Source: an optimization exercise on an open RTL-to-GDS flow (aim: small area). Production flows keep margins and buffers that such runs may drop. The RTL was checked by simulation tests, not by an equivalence proof against the original design.

**flow/constraint.sdc**
```tcl
create_clock -name core_clock -period 16.0 [get_ports {clk}]
set_input_delay 3.2000 -clock core_clock [delete_from_list [all_inputs] [get_ports {clk}]]
set_output_delay 3.2000 -clock core_clock [all_outputs]
set_load 0.01 [all_outputs]
```
**flow/config.mk**
```make
export PLATFORM = sky130hd
export DESIGN_NAME = main
export DESIGN_NICKNAME = main
export VERILOG_FILES = /design/flow/design.v
export SDC_FILE = /design/flow/constraint.sdc
export NUM_CORES = 4
export LEC_CHECK = 0
export ABC_AREA = 1
export CAP_MARGIN = 20
export CORE_MARGIN = 2
export CORE_UTILIZATION = 40
export SLEW_MARGIN = 20
```
**flow/design.v**
```verilog
module mux
(input [2:0] st, input r, input [8:0] X,
 output [2:0] nst, output ldx, flag,
 output [6:0] display0, display1, display2, display3);
comb_core core(.st(st), .r(r), .X(X), .nst(nst), .ldx(ldx), .flag(flag),
  .display0(display0), .display1(display1), .display2(display2), .display3(display3));
endmodule
module comb_core
(input [2:0] st, input r, input [8:0] X, output [2:0] nst, output ldx, flag, output [6:0] display0, display1, display2, display3);
wire n0;
wire n1;
wire n2;
wire n3;
wire n4;
wire n5;
wire n6;
wire n7;
wire n8;
wire n9;
wire n10;
wire n11;
wire n12;
wire n13;
wire n14;
wire n15;
wire n16;
wire n17;
wire n18;
wire n19;
wire n20;
wire n21;
wire n22;
wire n23;
wire n24;
wire n25;
wire n26;
wire n27;
wire n28;
wire n29;
wire n30;
wire n31;
wire n32;
wire n33;
wire n34;
wire n35;
wire n36;
wire n37;
wire n38;
wire n39;
wire n40;
wire n41;
wire n42;
wire n43;
wire n44;
wire n45;
wire n46;
wire n47;
wire n48;
wire n49;
wire n50;
wire n51;
wire n52;
wire n53;
wire n54;
wire n55;
wire n56;
wire n57;
wire n58;
wire n59;
wire n60;
wire n61;
wire n62;
wire n63;
wire n64;
wire n65;
wire n66;
wire n67;
wire n68;
wire n69;
wire n70;
wire n71;
wire n72;
wire n73;
wire n74;
wire n75;
wire n76;
wire n77;
wire n78;
wire n79;
wire n80;
wire n81;
wire n82;
wire n83;
wire n84;
wire n85;
wire n86;
wire n87;
wire n88;
wire n89;
wire n90;
wire n91;
wire n92;
wire n93;
wire n94;
wire n95;
wire n96;
wire n97;
wire n98;
wire n99;
wire n100;
wire n101;
wire n102;
wire n103;
wire n104;
wire n105;
wire n106;
wire n107;
wire n108;
wire n109;
wire n110;
wire n111;
wire n112;
wire n113;
wire n114;
wire n115;
wire n116;
wire n117;
wire n118;
wire n119;
wire n120;
wire n121;
wire n122;
wire n123;
wire n124;
wire n125;
wire n126;
wire n127;
wire n128;
wire n129;
wire n130;
wire n131;
wire n132;
wire n133;
wire n134;
wire n135;
wire n136;
wire n137;
wire n138;
wire n139;
wire n140;
wire n141;
wire n142;
wire n143;
wire n144;
wire n145;
wire n146;
wire n147;
wire n148;
wire n149;
wire n150;
wire n151;
wire n152;
wire n153;
wire n154;
wire n155;
wire n156;
wire n157;
wire n158;
wire n159;
wire n160;
wire n161;
wire n162;
wire n163;
wire n164;
wire n165;
wire n166;
wire n167;
wire n168;
wire n169;
wire n170;
wire n171;
wire n172;
wire n173;
wire n174;
wire n175;
wire n176;
wire n177;
wire n178;
wire n179;
wire n180;
wire n181;
wire n182;
wire n183;
wire n184;
wire n185;
wire n186;
wire n187;
wire n188;
wire n189;
wire n190;
wire n191;
wire n192;
wire n193;
wire n194;
wire n195;
wire n196;
wire n197;
wire n198;
wire n199;
wire n200;
wire n201;
wire n202;
wire n203;
wire n204;
wire n205;
wire n206;
wire n207;
wire n208;
wire n209;
wire n210;
wire n211;
wire n212;
wire n213;
wire n214;
wire n215;
wire n216;
wire n217;
wire n218;
wire n219;
wire n220;
wire n221;
wire n222;
wire n223;
wire n224;
wire n225;
wire n226;
wire n227;
wire n228;
wire n229;
wire n230;
wire n231;
wire n232;
wire n233;
wire n234;
wire n235;
wire n236;
wire n237;
wire n238;
wire n239;
wire n240;
wire n241;
wire n242;
wire n243;
wire n244;
wire n245;
wire n246;
wire n247;
wire n248;
wire n249;
wire n250;
wire n251;
wire n252;
wire n253;
wire n254;
wire n255;
wire n256;
wire n257;
wire n258;
wire n259;
wire n260;
wire n261;
wire n262;
wire n263;
wire n264;
wire n265;
wire n266;
wire n267;
wire n268;
wire n269;
wire n270;
wire n271;
wire n272;
wire n273;
wire n274;
wire n275;
wire n276;
wire n277;
wire n278;
wire n279;
wire n280;
wire n281;
wire n282;
wire n283;
wire n284;
wire n285;
wire n286;
wire n287;
wire n288;
wire n289;
wire n290;
wire n291;
wire n292;
wire n293;
wire n294;
wire n295;
wire n296;
wire n297;
wire n298;
wire n299;
wire n300;
wire n301;
wire n302;
wire n303;
wire n304;
wire n305;
wire n306;
wire n307;
wire n308;
wire n309;
wire n310;
wire n311;
wire n312;
wire n313;
wire n314;
wire n315;
wire n316;
wire n317;
wire n318;
wire n319;
wire n320;
wire n321;
wire n322;
wire n323;
wire n324;
wire n325;
wire n326;
wire n327;
wire n328;
wire n329;
wire n330;
wire n331;
wire n332;
wire n333;
wire n334;
wire n335;
wire n336;
wire n337;
assign n0 = ~st[0] & ~st[1];
assign n1 = st[0] & st[1];
assign nst[0] = ~n0 & ~n1;
assign n2 = ~st[1] & ~st[2];
assign n3 = st[1] & st[2];
assign n4 = ~st[2] & n0;
assign n5 = ~n3 & ~n4;
assign n6 = ~st[0] & n5;
assign nst[1] = ~(~n2 & ~n6);
assign n7 = st[0] & ~st[1];
assign nst[2] = ~st[2] & ~n7;
assign ldx = nst[0] & ~nst[2];
assign n8 = ~st[0] & n3;
assign flag = ~(~r & ~n8);
assign n9 = X[1] & X[4];
assign n10 = X[0] & X[5];
assign n11 = ~n9 & ~n10;
assign n12 = X[3] & ~n11;
assign n13 = ~X[2] & ~n12;
assign n14 = X[1] & ~X[3];
assign n15 = X[2] & n14;
assign n16 = X[0] & X[4];
assign n17 = ~X[1] & X[3];
assign n18 = n16 & ~n17;
assign n19 = ~n15 & n18;
assign n20 = ~X[1] & X[2];
assign n21 = X[3] & ~n20;
assign n22 = ~n16 & ~n21;
assign n23 = ~n19 & ~n22;
assign n24 = X[1] & X[5];
assign n25 = n16 & n24;
assign n26 = ~n11 & ~n25;
assign n27 = n23 & n26;
assign n28 = X[2] & X[4];
assign n29 = ~n24 & ~n28;
assign n30 = X[2] & n10;
assign n31 = n29 & n30;
assign n32 = X[3] & ~n31;
assign n33 = ~n27 & ~n32;
assign n34 = ~n13 & ~n33;
assign n35 = X[2] & X[3];
assign n36 = ~n11 & n35;
assign n37 = ~n25 & ~n36;
assign n38 = n34 & ~n37;
assign n39 = n25 & n35;
assign n40 = ~n34 & n37;
assign n41 = n38 & ~n39;
assign n42 = ~n40 & ~n41;
assign n43 = X[2] & X[5];
assign n44 = n9 & n43;
assign n45 = ~n29 & ~n44;
assign n46 = X[0] & X[6];
assign n47 = ~n45 & n46;
assign n48 = n45 & ~n46;
assign n49 = ~n47 & ~n48;
assign n50 = n42 & ~n49;
assign n51 = ~n39 & ~n50;
assign n52 = ~n38 & n51;
assign n53 = ~X[3] & X[4];
assign n54 = ~n29 & ~n48;
assign n55 = X[0] & X[7];
assign n56 = ~n43 & ~n55;
assign n57 = X[7] & n30;
assign n58 = ~n56 & ~n57;
assign n59 = X[1] & X[6];
assign n60 = ~n58 & n59;
assign n61 = n58 & ~n59;
assign n62 = ~n60 & ~n61;
assign n63 = n54 & ~n62;
assign n64 = ~n54 & n62;
assign n65 = ~n63 & ~n64;
assign n66 = n53 & n65;
assign n67 = ~n53 & ~n65;
assign n68 = ~n66 & ~n67;
assign n69 = ~n52 & n68;
assign n70 = n39 & n55;
assign n71 = ~n69 & ~n70;
assign n72 = ~n63 & ~n66;
assign n73 = X[4] & ~X[5];
assign n74 = ~X[4] & X[5];
assign n75 = ~n73 & ~n74;
assign n76 = X[3] & ~n75;
assign n77 = n72 & ~n76;
assign n78 = ~n72 & n76;
assign n79 = ~n77 & ~n78;
assign n80 = n71 & ~n79;
assign n81 = ~n71 & n79;
assign n82 = ~n80 & ~n81;
assign n83 = X[1] & X[7];
assign n84 = X[2] & X[6];
assign n85 = ~n83 & n84;
assign n86 = n83 & ~n84;
assign n87 = ~n85 & ~n86;
assign n88 = X[0] & X[8];
assign n89 = ~n87 & ~n88;
assign n90 = n87 & n88;
assign n91 = ~n89 & ~n90;
assign n92 = ~n56 & ~n61;
assign n93 = ~n91 & n92;
assign n94 = n91 & ~n92;
assign n95 = ~n93 & ~n94;
assign n96 = ~n82 & ~n95;
assign n97 = n82 & n95;
assign n98 = ~n96 & ~n97;
assign n99 = n6 & n98;
assign n100 = ~n42 & n49;
assign n101 = ~n50 & ~n100;
assign n102 = ~st[0] & n101;
assign n103 = X[7] & n102;
assign n104 = ~n23 & ~n26;
assign n105 = ~n27 & ~n104;
assign n106 = ~st[0] & n105;
assign n107 = ~X[6] & ~n106;
assign n108 = ~X[2] & ~n17;
assign n109 = X[0] & ~n108;
assign n110 = X[2] & ~n14;
assign n111 = ~n109 & ~n110;
assign n112 = ~st[0] & ~n111;
assign n113 = ~st[0] & X[0];
assign n114 = X[2] & n113;
assign n115 = ~st[0] & X[1];
assign n116 = ~X[2] & n115;
assign n117 = ~n114 & ~n116;
assign n118 = X[3] & ~n117;
assign n119 = X[0] & n118;
assign n120 = ~n112 & ~n119;
assign n121 = ~X[4] & n112;
assign n122 = ~n120 & ~n121;
assign n123 = ~n15 & ~n118;
assign n124 = ~n16 & n123;
assign n125 = n16 & ~n123;
assign n126 = ~n124 & ~n125;
assign n127 = ~st[0] & n126;
assign n128 = ~n122 & ~n127;
assign n129 = n122 & n127;
assign n130 = ~n128 & ~n129;
assign n131 = ~X[5] & n130;
assign n132 = ~n128 & ~n131;
assign n133 = X[6] & n106;
assign n134 = ~n107 & ~n133;
assign n135 = ~n132 & n134;
assign n136 = ~n107 & ~n135;
assign n137 = ~X[7] & ~n102;
assign n138 = ~n103 & ~n137;
assign n139 = n136 & n138;
assign n140 = ~n103 & ~n139;
assign n141 = ~n39 & n69;
assign n142 = ~n70 & ~n141;
assign n143 = n52 & ~n68;
assign n144 = ~st[0] & ~n143;
assign n145 = n142 & n144;
assign n146 = ~X[8] & n145;
assign n147 = X[8] & ~n145;
assign n148 = ~n146 & ~n147;
assign n149 = ~n140 & ~n148;
assign n150 = n140 & n148;
assign n151 = ~n149 & ~n150;
assign n152 = ~n5 & n151;
assign n153 = ~n99 & ~n152;
assign n154 = ~n5 & ~n135;
assign n155 = n132 & ~n134;
assign n156 = n154 & ~n155;
assign n157 = n5 & ~n102;
assign n158 = ~n156 & ~n157;
assign n159 = ~n153 & ~n158;
assign n160 = ~n136 & ~n138;
assign n161 = ~n5 & ~n139;
assign n162 = ~n160 & n161;
assign n163 = n5 & n145;
assign n164 = ~n162 & ~n163;
assign n165 = n159 & n164;
assign n166 = X[5] & ~n130;
assign n167 = ~n5 & ~n131;
assign n168 = ~n166 & n167;
assign n169 = n5 & ~n106;
assign n170 = ~n168 & ~n169;
assign n171 = n165 & n170;
assign n172 = ~n159 & ~n164;
assign n173 = ~n170 & n172;
assign n174 = ~n171 & ~n173;
assign n175 = n153 & n158;
assign n176 = ~n159 & ~n175;
assign n177 = n174 & ~n176;
assign n178 = X[4] & ~n112;
assign n179 = ~n121 & ~n178;
assign n180 = ~n5 & ~n179;
assign n181 = n5 & n127;
assign n182 = ~n180 & ~n181;
assign n183 = ~n177 & ~n182;
assign n184 = n177 & n182;
assign n185 = ~n183 & ~n184;
assign n186 = ~n174 & ~n175;
assign n187 = n170 & ~n172;
assign n188 = ~n173 & ~n187;
assign n189 = ~n165 & n188;
assign n190 = n182 & n189;
assign n191 = ~n186 & ~n190;
assign n192 = ~n185 & ~n191;
assign n193 = ~n184 & ~n189;
assign n194 = X[1] & n113;
assign n195 = X[2] & n115;
assign n196 = ~n194 & ~n195;
assign n197 = ~n6 & ~n196;
assign n198 = ~n114 & ~n197;
assign n199 = ~X[3] & ~n198;
assign n200 = ~X[1] & ~n113;
assign n201 = n5 & ~n115;
assign n202 = ~n194 & ~n201;
assign n203 = ~n200 & n202;
assign n204 = ~n120 & ~n203;
assign n205 = n5 & n204;
assign n206 = X[3] & ~n5;
assign n207 = ~n205 & ~n206;
assign n208 = n198 & ~n207;
assign n209 = ~n199 & ~n208;
assign n210 = n193 & n209;
assign n211 = n185 & ~n186;
assign n212 = ~n210 & ~n211;
assign n213 = ~n192 & ~n212;
assign n214 = ~X[2] & ~n115;
assign n215 = n5 & ~n113;
assign n216 = ~n195 & ~n215;
assign n217 = ~n214 & n216;
assign n218 = n213 & n217;
assign n219 = ~n193 & ~n209;
assign n220 = ~n192 & ~n210;
assign n221 = ~n219 & n220;
assign n222 = ~n211 & n221;
assign n223 = ~n217 & n222;
assign n224 = ~n213 & ~n217;
assign n225 = ~n221 & ~n224;
assign n226 = ~n203 & ~n218;
assign n227 = n225 & ~n226;
assign n228 = n209 & ~n211;
assign n229 = ~n220 & ~n228;
assign n230 = ~n227 & ~n229;
assign n231 = ~n223 & n230;
assign n232 = ~n203 & ~n231;
assign n233 = n218 & ~n232;
assign n234 = ~n224 & ~n229;
assign n235 = ~n233 & n234;
assign n236 = n203 & ~n222;
assign n237 = n217 & n229;
assign n238 = n236 & ~n237;
assign n239 = ~n217 & n229;
assign n240 = ~n203 & ~n239;
assign n241 = ~n238 & ~n240;
assign n242 = ~n235 & ~n241;
assign n243 = st[2] & X[0];
assign n244 = n1 & n243;
assign n245 = n242 & ~n244;
assign n246 = ~n242 & n244;
assign n247 = ~n245 & ~n246;
assign n248 = n203 & n231;
assign n249 = ~n232 & ~n248;
assign n250 = ~n244 & n249;
assign n251 = ~n247 & ~n250;
assign n252 = n241 & n249;
assign n253 = n225 & n231;
assign n254 = ~n252 & ~n253;
assign n255 = n251 & n254;
assign n256 = ~n244 & ~n254;
assign n257 = ~n255 & ~n256;
assign n258 = ~n245 & ~n249;
assign n259 = ~n256 & ~n258;
assign n260 = ~n2 & n113;
assign n261 = ~n8 & ~n260;
assign n262 = ~n257 & ~n261;
assign n263 = ~n259 & ~n262;
assign n264 = n247 & ~n261;
assign n265 = n257 & ~n264;
assign display0[1] = n263 & ~n265;
assign n266 = n259 & ~n264;
assign display0[3] = ~display0[1] & ~n266;
assign display0[0] = n257 & display0[3];
assign display0[5] = n259 & ~n265;
assign display0[2] = n261 & display0[5];
assign display0[4] = ~(n261 & ~display0[3]);
assign display0[6] = n247 & ~n263;
assign n267 = n193 & ~n229;
assign n268 = ~n192 & ~n267;
assign n269 = ~n164 & ~n186;
assign n270 = n153 & n269;
assign n271 = ~n165 & ~n270;
assign n272 = n268 & ~n271;
assign n273 = ~n268 & n271;
assign n274 = ~n272 & ~n273;
assign n275 = n177 & ~n190;
assign n276 = ~n186 & ~n275;
assign n277 = ~n274 & n276;
assign n278 = ~n172 & n276;
assign n279 = ~n153 & ~n165;
assign n280 = n278 & n279;
assign n281 = n271 & ~n280;
assign n282 = n277 & ~n281;
assign n283 = n213 & ~n229;
assign n284 = ~n223 & ~n283;
assign n285 = n282 & n284;
assign n286 = n276 & ~n279;
assign n287 = ~n276 & n279;
assign n288 = ~n286 & ~n287;
assign n289 = ~n272 & n288;
assign n290 = ~n284 & n289;
assign n291 = n274 & ~n280;
assign n292 = n290 & n291;
assign n293 = ~n285 & ~n292;
assign n294 = n231 & ~n293;
assign n295 = ~n282 & n290;
assign n296 = ~n291 & ~n295;
assign n297 = ~n285 & n296;
assign n298 = n231 & n297;
assign n299 = ~n231 & ~n297;
assign n300 = ~n298 & ~n299;
assign n301 = ~n294 & n300;
assign n302 = n293 & ~n298;
assign n303 = n284 & ~n289;
assign n304 = ~n282 & ~n290;
assign n305 = ~n303 & n304;
assign n306 = n302 & ~n305;
assign n307 = ~n294 & ~n306;
assign n308 = n242 & ~n250;
assign n309 = n254 & ~n308;
assign n310 = ~n301 & ~n309;
assign n311 = ~n307 & ~n310;
assign n312 = n301 & n309;
assign display1[1] = n311 & ~n312;
assign n313 = ~n299 & n306;
assign display1[4] = ~(n309 & ~n313);
assign n314 = ~display1[1] & display1[4];
assign display1[0] = n301 & n314;
assign n315 = n231 & n305;
assign n316 = n296 & n315;
assign n317 = ~n312 & ~n316;
assign n318 = n293 & ~n306;
assign display1[5] = n317 & n318;
assign display1[2] = n309 & display1[5];
assign n319 = ~n300 & ~n306;
assign display1[3] = n314 & ~n319;
assign display1[6] = ~n311 & ~n319;
assign n320 = n289 & ~n292;
assign n321 = ~n282 & ~n320;
assign n322 = ~n278 & n279;
assign n323 = ~n321 & ~n322;
assign n324 = n277 & ~n280;
assign n325 = ~n281 & ~n324;
assign n326 = n296 & ~n315;
assign n327 = n293 & ~n326;
assign n328 = ~n323 & ~n327;
assign n329 = ~n325 & ~n328;
assign n330 = n323 & n327;
assign n331 = ~n328 & ~n330;
assign display2[1] = n325 & ~n331;
assign n332 = ~n329 & ~display2[1];
assign n333 = n321 & n322;
assign display2[3] = n332 & ~n333;
assign display2[0] = ~n323 & display2[3];
assign display2[2] = ~n325 & n330;
assign display2[4] = ~(n327 & ~display2[3]);
assign n334 = ~n323 & ~display2[3];
assign display2[5] = ~n325 & ~n334;
assign n335 = n323 & ~n332;
assign n336 = ~n333 & ~n335;
assign n337 = ~n323 & n325;
assign display2[6] = n336 & ~n337;
assign display3[0] = ~n321 & n322;
assign display3[1] = 1'b0;
assign display3[2] = 1'b0;
assign display3[6] = 1'b1;
assign display3[3] = display3[0];
assign display3[4] = display3[0];
assign display3[5] = display3[0];
endmodule
module bo
(input clock, ldx,
 input [8:0] X,
 output reg [8:0] regX);
always @(posedge clock)
	if (ldx)
		regX <= X;
endmodule
module bc
(input clock, start,
 input [2:0] nst,
 output reg [2:0] state,
 output reg r);
always @(posedge clock) begin
	r <= !start;
	if (r)
		state <= 3'd5;
	else
		state <= nst;
end
endmodule
module main
(input clk,
input start,
input[9:0] x,
output flag,
output [6:0] hex0, hex1, hex2, hex3);
wire [2:0] state, nst;
wire r, ldx;
wire [8:0] regX;
bc comandBlock(.clock(clk), .start(start), .nst(nst), .state(state), .r(r));
bo operatorBlock(.clock(clk), .ldx(ldx), .X(x[8:0]), .regX(regX));
mux comb(.st(state), .r(r), .X(regX), .nst(nst), .ldx(ldx), .flag(flag),
         .display0(hex0), .display1(hex1), .display2(hex2), .display3(hex3));
endmodule
```
**flow/flow/downsize.py**
```python
# Rewrites a mapped netlist with each combinational cell X_N replaced by the
# smallest-area drive strength of X that has the same pins. Flip-flops keep
# their cell (their drive strength may change, but is left as is here).
import re, sys
lib, src, dst = sys.argv[1:4]
t = open(lib).read()
cells = {}
for m in re.finditer(r'\n\s*cell\s*\(\s*"?(\w+)"?\s*\)\s*\{', t):
    name = m.group(1)
    body = t[m.end():m.end() + 20000]
    nxt = re.search(r'\n\s*cell\s*\(', body)
    if nxt: body = body[:nxt.start()]
    area = float(re.search(r'area\s*:\s*([\d.]+)', body).group(1))
    pins = tuple(sorted(re.findall(r'\n\s*pin\s*\(\s*"?(\w+)"?\s*\)', body)))
    seq = bool(re.search(r'\bff\s*\(|\blatch\s*\(|statetable', body))
    cells[name] = (area, pins, seq)
dont = set()
def family(n):
    m = re.match(r'(sky130_fd_sc_hd__\w+?)_(\d+)$', n)
    return m.group(1) if m else None
best = {}
for n, (a, p, s) in cells.items():
    f = family(n)
    if f is None or s or 'lpflow' in n or 'probe' in n: continue
    k = (f, p)
    if k not in best or a < cells[best[k]][0]:
        best[k] = n
v = open(src).read()
count = {}
out = []
for line in v.split('\n'):
    m = re.match(r'^(\s*)(sky130_fd_sc_hd__\w+)(\s.*)$', line)
    if m:
        n = m.group(2)
        if n in cells and not cells[n][2]:
            f = family(n)
            if f and not f.endswith('conb'):
                b = best.get((f, cells[n][1]), n)
                if b != n:
                    count[(n, b)] = count.get((n, b), 0) + 1
                    line = m.group(1) + b + m.group(3)
    out.append(line)
open(dst, 'w').write('\n'.join(out))
for (a, b), c in sorted(count.items()):
    print(a, '->', b, c)
```
**flow/flow/map.abc**
```
strash
dc2
dch -f
amap
topo
```
**flow/flow/mksynth.sh**
```bash
#!/bin/bash
# mksynth.sh DIR ABC_SCRIPT FLOW_SYNTH_TCL: writes DIR/my_synth.tcl (ORFS's synth.tcl
# with the ABC mapping script replaced) and DIR/my_synth_recipe.tcl (the standard flow's
# synthesis script, sourcing my_synth.tcl instead of ORFS's synth.tcl).
set -euo pipefail
D=$(cd "$1" && pwd); A=$(cd "$(dirname "$2")" && pwd)/$(basename "$2")
sed "s#^\(\s*\)log_cmd abc {\*}\$abc_args#\1log_cmd abc {*}[lreplace \$abc_args 1 1 $A]#" \
    $FLOW_HOME/scripts/synth.tcl > $D/my_synth.tcl
grep -q "lreplace" $D/my_synth.tcl
sed "s#^source \$::env(SCRIPTS_DIR)/synth.tcl#source $D/my_synth.tcl#" "$3" > $D/my_synth_recipe.tcl
grep -q "my_synth.tcl" $D/my_synth_recipe.tcl
```
**flow/flow/run.sh**
```bash
#!/bin/bash
# Standard layout with these changes:
#  - synthesis is the standard one except that ABC maps for area with amap
#    (flow/map.abc) and Yosys's full-adder extraction is skipped;
#  - then every combinational cell is set to its smallest drive strength
#    (the flow's own repair steps size up whatever needs it);
#  - the port buffers are buf_1;
#  - clock tree synthesis uses clkbuf_4 and adds no dummy loads.
# Each step's output goes to its own log file here.
set -euo pipefail
R=orfs/results/$FLOW_PLATFORM/main/base
bash flow/mksynth.sh . flow/map.abc synth_recipe.tcl > mksynth.log 2>&1
bash standard.sh SYNTH_SCRIPT=$PWD/my_synth_recipe.tcl ADDER_MAP_FILE= synth > synth.log 2>&1
cp $R/1_2_yosys.v 1_2_yosys.amap.v
python3 flow/downsize.py $FLOW_HOME/platforms/$FLOW_PLATFORM/lib/sky130_fd_sc_hd__tt_025C_1v80.lib \
    1_2_yosys.amap.v $R/1_2_yosys.v > downsize.log 2>&1
bash standard.sh 'BUFFER_PORTS_ARGS=-buffer_cell sky130_fd_sc_hd__buf_1' \
    'CTS_ARGS=-sink_clustering_enable -repair_clock_nets -buf_list sky130_fd_sc_hd__clkbuf_4 -root_buf sky130_fd_sc_hd__clkbuf_4 -dont_use_dummy_load -sink_clustering_size 20 -sink_clustering_max_diameter 500' \
    finish > layout.log 2>&1
```
**flow/standard.sh**
```bash
#!/bin/bash
# synth_recipe.tcl (not shown) runs the flow's synth.tcl, then flattens the netlist and writes it again
# the make line also repeats each setting of config.mk as NAME=value (left out here)
make -C /OpenROAD-flow-scripts/flow DESIGN_CONFIG=/design/flow/config.mk WORK_HOME=/design/flow/orfs CLKGATE_MAP_FILE= SYNTH_SCRIPT=/design/flow/synth_recipe.tcl "${@:-finish}"
```
==> summary.md <==
| Metric | Value |
|---|---|
| Status | `finished clean` |
| Hold Path Class | `reg2reg` |
| Number of max-cap violations | `0` |
| H-tree levels | `1` |
| Hold-fix buffers at CTS | `0` |
| All-layer global routing usage | `0.162` |
| Worst R2R Path Depth | `2` |
| Core Box Area | `4000 um2` |
| Routed Antenna Nets | `0` |
| Drc violations | `0` |
| # diodes | `0` |
| Syn Std Cell Area | `1670 um2` |
| Critical path class | `reg2out` |
| Min Tclk post-route | `11.05 ns` |
| Warnings, synthesis | `2` |
| Multi-input gate area | `1180 um2` |
| Initial antenna violation count | `0` |
| Sequential Area | `350 um2` |
| Initial Util | `0.417` |
| HP Start | `comandBlock.r` |
| Setup bufs post-CTS | `0` |
| DR WL/cell | `9.95 um` |
| Sink Count | `13` |
| I/O pin cnt | `41` |
| Die Footprint | `4700 um2` |
| DR vias/cell | `5.25` |
| Crit path capture type | `primary output` |
| CP max-delay cell | `o221ai_1` |
| Cells on Worst Hold Path | `1` |
| Num rows | `23` |
| Clock Skews | `0.00917 ns` |
| Cells after Synth | `287` |
| Critical Path Start Type | `flop` |
| Final Hold Viols | `0` |
| Fin crit share | `0.690` |
| CTS root buf | `clkbuf_4` |
| Largest net degree at the start of global routing | `11` |
| R2r endpoint | `operatorBlock.regX[4]` |
| Area grow syn2layout | `12.1%` |
| Worst Path Max Fanout | `9` |
| # placed instances | `368` |
| NumNets Final | `335` |
| Routed WL | `3690 um` |
| Drt pass-1 iters | `4` |
| Post_cts resized | `0` |
| Vias in the first global route | `1537` |
| Setup TNS | `0 ns` |
| First-pass GRT wire length | `6030 um` |
| Total gr overflow | `0` |
| FILL cells | `430` |
| RR Startpoint | `comandBlock.state[0]` |
| Flop2flop setup slack | `14.23 ns` |
| RSZ-0062 raised after global routing | `false` |
| Hpwl dp | `approximately 3100 um` |
| Die X | `68.6 um` |
| Utilization after layout | `0.467` |
| TritonCTS clock tree | `yes` |
| Final setup vio count | `0` |
| Slew HR | `0.524` |
| Pins Over Slew Limit | `0` |
| Worst-margin pin slew | `0.709 ns` |
| Worst Hold End | `comandBlock.state[1]` |
| Via count | `roughly 1900` |
| Worst-Skew Late Latency | `0.26 ns` |
| CP max stage delay | `approximately 0.53 ns` |
| IO Port Bufs | `36` |
| Chip height | `68.6 um` |
| Critical Path RT | `between 10 and 15 ns` |
| Clk slew on worst S/H paths | `0.07 ns` |
| Non-filler instance count after layout | `371` |
| Max Freq | `90.5 MHz` |
| TritonCTS Buffers | `3` |
| Iteration-0 DRC Markers | `70` |
| Max clock buf depth | `2` |
| Arr. time, crit path | `7.85 ns` |
| Syn Area/Cell | `5.81 um2` |
| Gpl congestion | `~0.83` |
| Share of layout cells above drive strength 1 | `0.00935` |
-- through the flow --
| step | setup WS (ns) | cell area (um2) | hold slack, ns |
|---|---|---|---|
| floorplan | 6.49 | 1670 | 0.400 |
| global placement | 5.48 | 1850 | 0.413 |
| detailed placement | 5.35 | 1850 | 0.412 |
| CTS | 5.01 | 1870 | 0.438 |
| global route | 3.75 | 1870 | 0.439 |
| finish | 4.95 | 1870 | 0.435 |
-- critical path: cells and delay by family, from the launching register on --
kind	cells	cell delay (ns)
AO/OA/AOI/OAI	22	4.70
flip-flops	1	0.45
AND/OR/NAND/NOR	12	1.58
buffers and inverters	5	0.82
-- placed cells by master (no fill, tap or decap), drive strengths merged, types with 2 or more instances in the layout --
cell type / n
or2: 4
o21a: 4
a211oi: 4
nor2: 74
edfxtp: 9
nor3: 15
o211ai: 2
o21ai: 37
a22oi: 2
clkinv: 31
clkbuf: 3
dfxtp: 4
nand2: 25
a21oi: 27
o31ai: 3
o32ai: 3
a31oi: 2
and2: 2
conb: 3
buf: 36
nor2b: 9
o221ai: 3
o22ai: 9
-- worst max path at each step --
stage                          startpoint  cells after the start  endpoint
floorplan           operatorBlock.regX[0]                     43   hex2[5]
global placement    operatorBlock.regX[0]                     39   hex0[0]
detailed placement  operatorBlock.regX[0]                     39   hex0[0]
CTS                 operatorBlock.regX[0]                     39   hex0[0]
global route        operatorBlock.regX[0]                     39   hex0[0]
finish              operatorBlock.regX[0]                     39   hex0[0]
-- layout make-up --
cell class	count	share of cell area
inverters	31	0.0623
flip-flops and latches	13	0.188
clock buffers	3	0.0121
multi-input cells	238	0.632
repair buffers	36	0.0723
well taps	50	0.0335
-- routing by layer --
metal / track usage / up-vias / share of wire
li1: - / 1078 / -
met1: 0.191 / 824 / 0.47
met2: 0.309 / 41 / 0.49
met3: 0.00974 / 4 / 0.027
met4: 0.0500 / 0 / 0.0098
met5: 0 / - / 0
-- registers in the layout, indices dropped and copies added, names as in the netlist --
signal	count
comandBlock.r	1
comandBlock.state	3
operatorBlock.regX	9

## what the ideal ports hide
In the flow no input, the clock included, has a driving cell. The finished layout below was timed again as built, in two steps.
Step 1 (the two cells are an assumption about what drives the block):
set clk [get_ports {clk}]
set_driving_cell -lib_cell sky130_fd_sc_hd__clkbuf_16 $clk
set_driving_cell -lib_cell sky130_fd_sc_hd__buf_2 [delete_from_list [all_inputs] $clk]
Step 2, shift: input delay + t, output delay - t, t = (earliest + latest rising clock arrival at the registers) / 2. This alone moves slack from input paths to output paths.
Three values: ideal ports, drivers, drivers and shift; two values: the first two.
t, ns: 0.272
slack for setup (ns): 4.954 / 4.938 / 5.209
worst hold slack (ns): 0.435 / 0.435 / 0.435
slew at the worst register clock pin (ns): 0.07 / 0.07
cell pins on the clock port's net: 1
After both steps setup and hold are still met in this run. The setup slack of this run moves by -0.016 ns with the drivers and by +0.255 ns with both steps.
